Source: an optimization exercise on an open RTL-to-GDS flow (aim: small area and a short achievable clock period). Production flows keep margins and buffers that such runs may drop. At most, simulation tests tie the RTL to the original design; equivalence was not proved.

==> job 7825 <==
Design MAC, start of the top module:
module MAC(clk, reset, X, Y, reg_Pro);
  input clk, reset;
  input [7:0] X;
  input [7:0] Y;
  output reg [15:0] reg_Pro;
  wire p00_d = X[0] & Y[0];
  wire p01_d = X[0] & Y[1];
  wire p02_d = X[0] & Y[2];
  wire p03_d = X[0] & Y[3];
  wire p04_d = X[0] & Y[4];
  wire p05_d = X[0] & Y[5];
  wire p06_d = X[0] & Y[6];
  wire p07_d = X[0] & Y[7];
  wire p10_d = X[1] & Y[0];
  wire p11_d = X[1] & Y[1];
  wire p12_d = X[1] & Y[2];
  wire p13_d = X[1] & Y[3];
  wire p14_d = X[1] & Y[4];
  wire p15_d = X[1] & Y[5];
  wire p16_d = X[1] & Y[6];
  wire p17_d = X[1] & Y[7];
  wire p20_d = X[2] & Y[0];
  wire p21_d = X[2] & Y[1];
  wire p22_d = X[2] & Y[2];
  wire p23_d = X[2] & Y[3];
  wire p24_d = X[2] & Y[4];
  wire p25_d = X[2] & Y[5];
  wire p26_d = X[2] & Y[6];
  wire p27_d = X[2] & Y[7];
  wire p30_d = X[3] & Y[0];
  wire p31_d = X[3] & Y[1];
  wire p32_d = X[3] & Y[2];
  wire p33_d = X[3] & Y[3];
  ...
Settings: LEC_CHECK=0, CAP_MARGIN=20, CORE_MARGIN=2, CORE_UTILIZATION=40, SETUP_SLACK_MARGIN=2.5, SLEW_MARGIN=20; clock period 5.5 ns.
run.sh (not shown) runs the stock make flow with config.mk's settings and CLKGATE_MAP_FILE= SYNTH_SCRIPT=/design/flow/synth_recipe.tcl, a recipe that flattens the netlist after the stock synthesis.
==> inputs of job 792, as changes to job 7825 <==
--- a/flow/design.v
+++ b/flow/design.v
@@ -336,82 +336,96 @@
   wire s31_d = p11_d ^ p20_d;
   wire c31_d = p11_d & p20_d;
   wire s32_d = p03_d ^ p12_d ^ s21_d;
   wire c32_d = (p03_d & p12_d) | (p12_d & s21_d) | (s21_d & p03_d);
   wire s33_d = p04_d ^ c21_d ^ s22_d;
   wire c33_d = (p04_d & c21_d) | (c21_d & s22_d) | (s22_d & p04_d);
   wire s34_d = p05_d ^ s23_d ^ c22_d;
   wire c34_d = (p05_d & s23_d) | (s23_d & c22_d) | (c22_d & p05_d);
-  wire s35_d = s10_d ^ s24_d ^ c23_d;
-  wire c35_d = (s10_d & s24_d) | (s24_d & c23_d) | (c23_d & s10_d);
-  wire s36_d = s12_d ^ s25_d ^ c24_d;
-  wire c36_d = (s12_d & s25_d) | (s25_d & c24_d) | (c24_d & s12_d);
-  wire s37_d = s14_d ^ s26_d ^ c25_d;
-  wire c37_d = (s14_d & s26_d) | (s26_d & c25_d) | (c25_d & s14_d);
-  wire s38_d = s16_d ^ s27_d ^ c26_d;
-  wire c38_d = (s16_d & s27_d) | (s27_d & c26_d) | (c26_d & s16_d);
-  wire s39_d = s18_d ^ s28_d ^ c27_d;
-  wire c39_d = (s18_d & s28_d) | (s28_d & c27_d) | (c27_d & s18_d);
-  wire s40_d = s20_d ^ s29_d ^ c28_d;
-  wire c40_d = (s20_d & s29_d) | (s29_d & c28_d) | (c28_d & s20_d);
-  wire s41_d = p57_d ^ s30_d ^ c29_d;
-  wire c41_d = (p57_d & s30_d) | (s30_d & c29_d) | (c29_d & p57_d);
   wire s42_d = p67_d ^ p76_d ^ c30_d;
   wire c42_d = (p67_d & p76_d) | (p76_d & c30_d) | (c30_d & p67_d);
   wire [3:0] a0_d = {s32_d,p02_d,p01_d,p00_d} + {c31_d,s31_d,p10_d,1'b0};
-  reg c32_q, s33_q, c33_q, s34_q, c34_q, s35_q, c35_q, s36_q, c36_q, s37_q, c37_q, s38_q, c38_q, s39_q, c39_q, s40_q, c40_q, s41_q, c41_q, s42_q, c42_q, p77_q;
+  reg c32_q, s33_q, c33_q, s34_q, c23_q, c34_q, s10_q, s24_q, c24_q, s12_q, s25_q, c25_q, s14_q, s26_q, c26_q, s16_q, s27_q, c27_q, s18_q, s28_q, c28_q, s20_q, s29_q, c29_q, p57_q, s30_q, s42_q, c42_q, p77_q;
   reg [3:0] a0_q;
   always @(posedge clk) begin
     c32_q <= c32_d;
     s33_q <= s33_d;
     c33_q <= c33_d;
     s34_q <= s34_d;
+    c23_q <= c23_d;
     c34_q <= c34_d;
-    s35_q <= s35_d;
-    c35_q <= c35_d;
-    s36_q <= s36_d;
-    c36_q <= c36_d;
-    s37_q <= s37_d;
-    c37_q <= c37_d;
-    s38_q <= s38_d;
-    c38_q <= c38_d;
-    s39_q <= s39_d;
-    c39_q <= c39_d;
-    s40_q <= s40_d;
-    c40_q <= c40_d;
-    s41_q <= s41_d;
-    c41_q <= c41_d;
+    s10_q <= s10_d;
+    s24_q <= s24_d;
+    c24_q <= c24_d;
+    s12_q <= s12_d;
+    s25_q <= s25_d;
+    c25_q <= c25_d;
+    s14_q <= s14_d;
+    s26_q <= s26_d;
+    c26_q <= c26_d;
+    s16_q <= s16_d;
+    s27_q <= s27_d;
+    c27_q <= c27_d;
+    s18_q <= s18_d;
+    s28_q <= s28_d;
+    c28_q <= c28_d;
+    s20_q <= s20_d;
+    s29_q <= s29_d;
+    c29_q <= c29_d;
+    p57_q <= p57_d;
+    s30_q <= s30_d;
     s42_q <= s42_d;
     c42_q <= c42_d;
     p77_q <= p77_d;
     a0_q <= a0_d;
   end
   wire c32 = c32_q;
   wire s33 = s33_q;
   wire c33 = c33_q;
   wire s34 = s34_q;
+  wire c23 = c23_q;
   wire c34 = c34_q;
-  wire s35 = s35_q;
-  wire c35 = c35_q;
-  wire s36 = s36_q;
-  wire c36 = c36_q;
-  wire s37 = s37_q;
-  wire c37 = c37_q;
-  wire s38 = s38_q;
-  wire c38 = c38_q;
-  wire s39 = s39_q;
-  wire c39 = c39_q;
-  wire s40 = s40_q;
-  wire c40 = c40_q;
-  wire s41 = s41_q;
-  wire c41 = c41_q;
+  wire s10 = s10_q;
+  wire s24 = s24_q;
+  wire c24 = c24_q;
+  wire s12 = s12_q;
+  wire s25 = s25_q;
+  wire c25 = c25_q;
+  wire s14 = s14_q;
+  wire s26 = s26_q;
+  wire c26 = c26_q;
+  wire s16 = s16_q;
+  wire s27 = s27_q;
+  wire c27 = c27_q;
+  wire s18 = s18_q;
+  wire s28 = s28_q;
+  wire c28 = c28_q;
+  wire s20 = s20_q;
+  wire s29 = s29_q;
+  wire c29 = c29_q;
+  wire p57 = p57_q;
+  wire s30 = s30_q;
   wire s42 = s42_q;
   wire c42 = c42_q;
   wire p77 = p77_q;
+  wire s35 = s10 ^ s24 ^ c23;
+  wire c35 = (s10 & s24) | (s24 & c23) | (c23 & s10);
+  wire s36 = s12 ^ s25 ^ c24;
+  wire c36 = (s12 & s25) | (s25 & c24) | (c24 & s12);
+  wire s37 = s14 ^ s26 ^ c25;
+  wire c37 = (s14 & s26) | (s26 & c25) | (c25 & s14);
+  wire s38 = s16 ^ s27 ^ c26;
+  wire c38 = (s16 & s27) | (s27 & c26) | (c26 & s16);
+  wire s39 = s18 ^ s28 ^ c27;
+  wire c39 = (s18 & s28) | (s28 & c27) | (c27 & s18);
+  wire s40 = s20 ^ s29 ^ c28;
+  wire c40 = (s20 & s29) | (s29 & c28) | (c28 & s20);
+  wire s41 = p57 ^ s30 ^ c29;
+  wire c41 = (p57 & s30) | (s30 & c29) | (c29 & p57);
   wire [15:4] row1 = {1'b0,p77,s42,s41,s40,s39,s38,s37,s36,s35,s34,s33};
   wire [15:4] row2 = {1'b0,c42,c41,c40,c39,c38,c37,c36,c35,c34,c33,c32};
   wire [3:0] a3 = row1[15:12] + row2[15:12];
   wire [3:0] a2 = row1[11:8] + row2[11:8];
   wire [3:0] a1 = row1[7:4] + row2[7:4];
   wire [3:0] a0 = a0_q;
   wire [15:0] approx = {a3, a2, a1, a0};
   always @(posedge clk) begin
==> inputs of job 392, as changes to job 7825 <==
--- a/flow/design.v
+++ b/flow/design.v
@@ -404,18 +404,81 @@
   wire c40 = c40_q;
   wire s41 = s41_q;
   wire c41 = c41_q;
   wire s42 = s42_q;
   wire c42 = c42_q;
   wire p77 = p77_q;
   wire [15:4] row1 = {1'b0,p77,s42,s41,s40,s39,s38,s37,s36,s35,s34,s33};
   wire [15:4] row2 = {1'b0,c42,c41,c40,c39,c38,c37,c36,c35,c34,c33,c32};
-  wire [3:0] a3 = row1[15:12] + row2[15:12];
-  wire [3:0] a2 = row1[11:8] + row2[11:8];
-  wire [3:0] a1 = row1[7:4] + row2[7:4];
-  wire [3:0] a0 = a0_q;
-  wire [15:0] approx = {a3, a2, a1, a0};
+  wire [15:4] cs_s = reg_Pro[15:4] ^ row1[15:4] ^ row2[15:4];
+  wire [15:4] cs_c = (reg_Pro[15:4] & row1[15:4]) | (row1[15:4] & row2[15:4]) | (row2[15:4] & reg_Pro[15:4]);
+  wire [15:0] opa = {cs_s[15:4], reg_Pro[3:0]};
+  wire [15:0] opb = {cs_c[14:12], 1'b0, cs_c[10:8], 1'b0, cs_c[6:4], 1'b0, a0_q};
+  wire [15:0] g = opa & opb;
+  wire [15:0] p = opa ^ opb;
+  wire [3:0] dg1 = row1[7:4] & row2[7:4];
+  wire [3:0] dp1 = row1[7:4] | row2[7:4];
+  wire d1 = dg1[3] | (dp1[3] & dg1[2]) | (dp1[3] & dp1[2] & dg1[1]) | (dp1[3] & dp1[2] & dp1[1] & dg1[0]);
+  wire [3:0] dg2 = row1[11:8] & row2[11:8];
+  wire [3:0] dp2 = row1[11:8] | row2[11:8];
+  wire d2 = dg2[3] | (dp2[3] & dg2[2]) | (dp2[3] & dp2[2] & dg2[1]) | (dp2[3] & dp2[2] & dp2[1] & dg2[0]);
+  wire [3:0] dg3 = row1[15:12] & row2[15:12];
+  wire [3:0] dp3 = row1[15:12] | row2[15:12];
+  wire d3 = dg3[3] | (dp3[3] & dg3[2]) | (dp3[3] & dp3[2] & dg3[1]) | (dp3[3] & dp3[2] & dp3[1] & dg3[0]);
+  wire G0_1 = g[1] | (p[1] & g[0]);
+  wire P0_1 = p[1] & p[0];
+  wire G0_2 = g[2] | (p[2] & G0_1);
+  wire P0_2 = p[2] & P0_1;
+  wire G0_3 = g[3] | (p[3] & g[2]) | (p[3] & p[2] & G0_1);
+  wire P0_3 = p[3] & p[2] & P0_1;
+  wire G1_1 = g[5] | (p[5] & g[4]);
+  wire P1_1 = p[5] & p[4];
+  wire G1_2 = g[6] | (p[6] & G1_1);
+  wire P1_2 = p[6] & P1_1;
+  wire G1_3 = g[7] | (p[7] & g[6]) | (p[7] & p[6] & G1_1);
+  wire P1_3 = p[7] & p[6] & P1_1;
+  wire G2_1 = g[9] | (p[9] & g[8]);
+  wire P2_1 = p[9] & p[8];
+  wire G2_2 = g[10] | (p[10] & G2_1);
+  wire P2_2 = p[10] & P2_1;
+  wire G2_3 = g[11] | (p[11] & g[10]) | (p[11] & p[10] & G2_1);
+  wire P2_3 = p[11] & p[10] & P2_1;
+  wire G3_1 = g[13] | (p[13] & g[12]);
+  wire P3_1 = p[13] & p[12];
+  wire G3_2 = g[14] | (p[14] & G3_1);
+  wire P3_2 = p[14] & P3_1;
+  wire G3_3 = g[15] | (p[15] & g[14]) | (p[15] & p[14] & G3_1);
+  wire P3_3 = p[15] & p[14] & P3_1;
+  wire k1 = cs_c[7] | ~d1;
+  wire Gm1 = (cs_c[7] & ~d1) | (k1 & G1_3);
+  wire Pm1 = k1 & P1_3;
+  wire k2 = cs_c[11] | ~d2;
+  wire Gm2 = (cs_c[11] & ~d2) | (k2 & G2_3);
+  wire Pm2 = k2 & P2_3;
+  wire k3 = cs_c[15] | ~d3;
+  wire Gm3 = (cs_c[15] & ~d3) | (k3 & G3_3);
+  wire Pm3 = k3 & P3_3;
+  wire ci1 = G0_3;
+  wire ci2 = Gm1 | (Pm1 & G0_3);
+  wire ci3 = Gm2 | (Pm2 & Gm1) | (Pm2 & Pm1 & G0_3);
+  wire [15:0] cy;
+  assign cy[0] = 1'b0;
+  assign cy[1] = g[0] | (p[0] & 1'b0);
+  assign cy[2] = G0_1 | (P0_1 & 1'b0);
+  assign cy[3] = G0_2 | (P0_2 & 1'b0);
+  assign cy[4] = ci1;
+  assign cy[5] = g[4] | (p[4] & ci1);
+  assign cy[6] = G1_1 | (P1_1 & ci1);
+  assign cy[7] = G1_2 | (P1_2 & ci1);
+  assign cy[8] = ci2;
+  assign cy[9] = g[8] | (p[8] & ci2);
+  assign cy[10] = G2_1 | (P2_1 & ci2);
+  assign cy[11] = G2_2 | (P2_2 & ci2);
+  assign cy[12] = ci3;
+  assign cy[13] = g[12] | (p[12] & ci3);
+  assign cy[14] = G3_1 | (P3_1 & ci3);
+  assign cy[15] = G3_2 | (P3_2 & ci3);
+  wire [15:0] nxt = p ^ cy;
   always @(posedge clk) begin
-    if (reset) reg_Pro <= 16'd0;
-    else reg_Pro <= reg_Pro + approx;
+    reg_Pro <= nxt & {16{~reset}};
   end
 endmodule
- SETUP_SLACK_MARGIN: 2.5 -> 2.2
==> metrics list <==
* Global-route usage over all layers: 15.2%
- Post-CTS repair changed the size of 90 cells.
- Chain of cells forming the critical path: buf_12 > and2_4 > fa_2 > fa_1 > inv_1 > fa_1 > inv_1 > fa_2
- Fraction of the yosys area taken by sequential cells: 25.8%
* Result of the run: no timing/DRC/antenna violations
* Commonest cells after routing, fill and taps aside: 42 x sky130_fd_sc_hd__dfxtp_1, 38 x sky130_fd_sc_hd__inv_1, 36 x sky130_fd_sc_hd__nand2_1
- Unique cell type count in the Yosys netlist: 36
- Flip-flop and latch count after synthesis: 42
- The sequential cells in the finished layout cover a total of 841 um^2.
[end of results for job 7825]
==> metrics list <==
- Summing the sequential cell areas from Yosys gives 27.8% of the chip area.
- Area used by sequential logic in the layout: 986 um^2
- In this run, distinct cell masters in the synthesized netlist total 39.
- After synthesis the netlist holds a flip-flop and latch count of roughly 50.
- Chain of cells forming the critical path: fa_1 > ha_2 > inv_1 > fa_2 > xnor2_2 > ha_1 > a21o_1 > a31oi_1 > a21bo_2 > a41oi_2 > mux2_4
* Result of the run: no timing/DRC/antenna violations
- Global-route usage over all layers: 14.5%
[end of results for job 792]
==> metrics list <==
* Unique cell type count in the Yosys netlist: 37
- Chain of cells forming the critical path: clkbuf_4 > and2_4 > fa_1 > inv_1 > fa_1 > fa_1 > inv_1 > fa_1
* PostCTS Resize Cnt: ~50
- Area used by sequential logic in the layout: 841 um^2
- The flow ran to the end and the layout has no timing, DRC or antenna violations.
[end of results for job 392]
For job 7825 and job 792, only the layout was checked, not whether the RTL still works.

## port drivers added, routing unchanged
In the flow no input, the clock included, has a driving cell. The finished layouts below were timed again as built, in two steps.
Step 1 assumes that a clkbuf_16 drives the clock port and a buf_2 every other input.
Step 2, shift: input delay + t, output delay - t, t = (earliest + latest rising clock arrival at the registers) / 2. This alone moves slack from input paths to output paths.
Slacks: ideal ports / drivers / drivers and shift; pairs: ideal ports / drivers.
run	t, ns	slack for setup (ns)	hold WS [ns]	worst setup path after step 2
job 7825	0.313	2.348 / 2.330 / 2.017	0.567 / 0.567 / 0.567	input to register
job 792	0.330	2.506 / 2.506 / 2.220	0.572 / 0.572 / 0.572	input to register
job 392	0.314	2.281 / 2.287 / 1.973	0.555 / 0.555 / 0.555	input to register
After both steps setup and hold are still met in every run listed. The setup slack of job 7825, which loses most, moves by -0.018 ns with the drivers and by -0.331 ns with both steps.
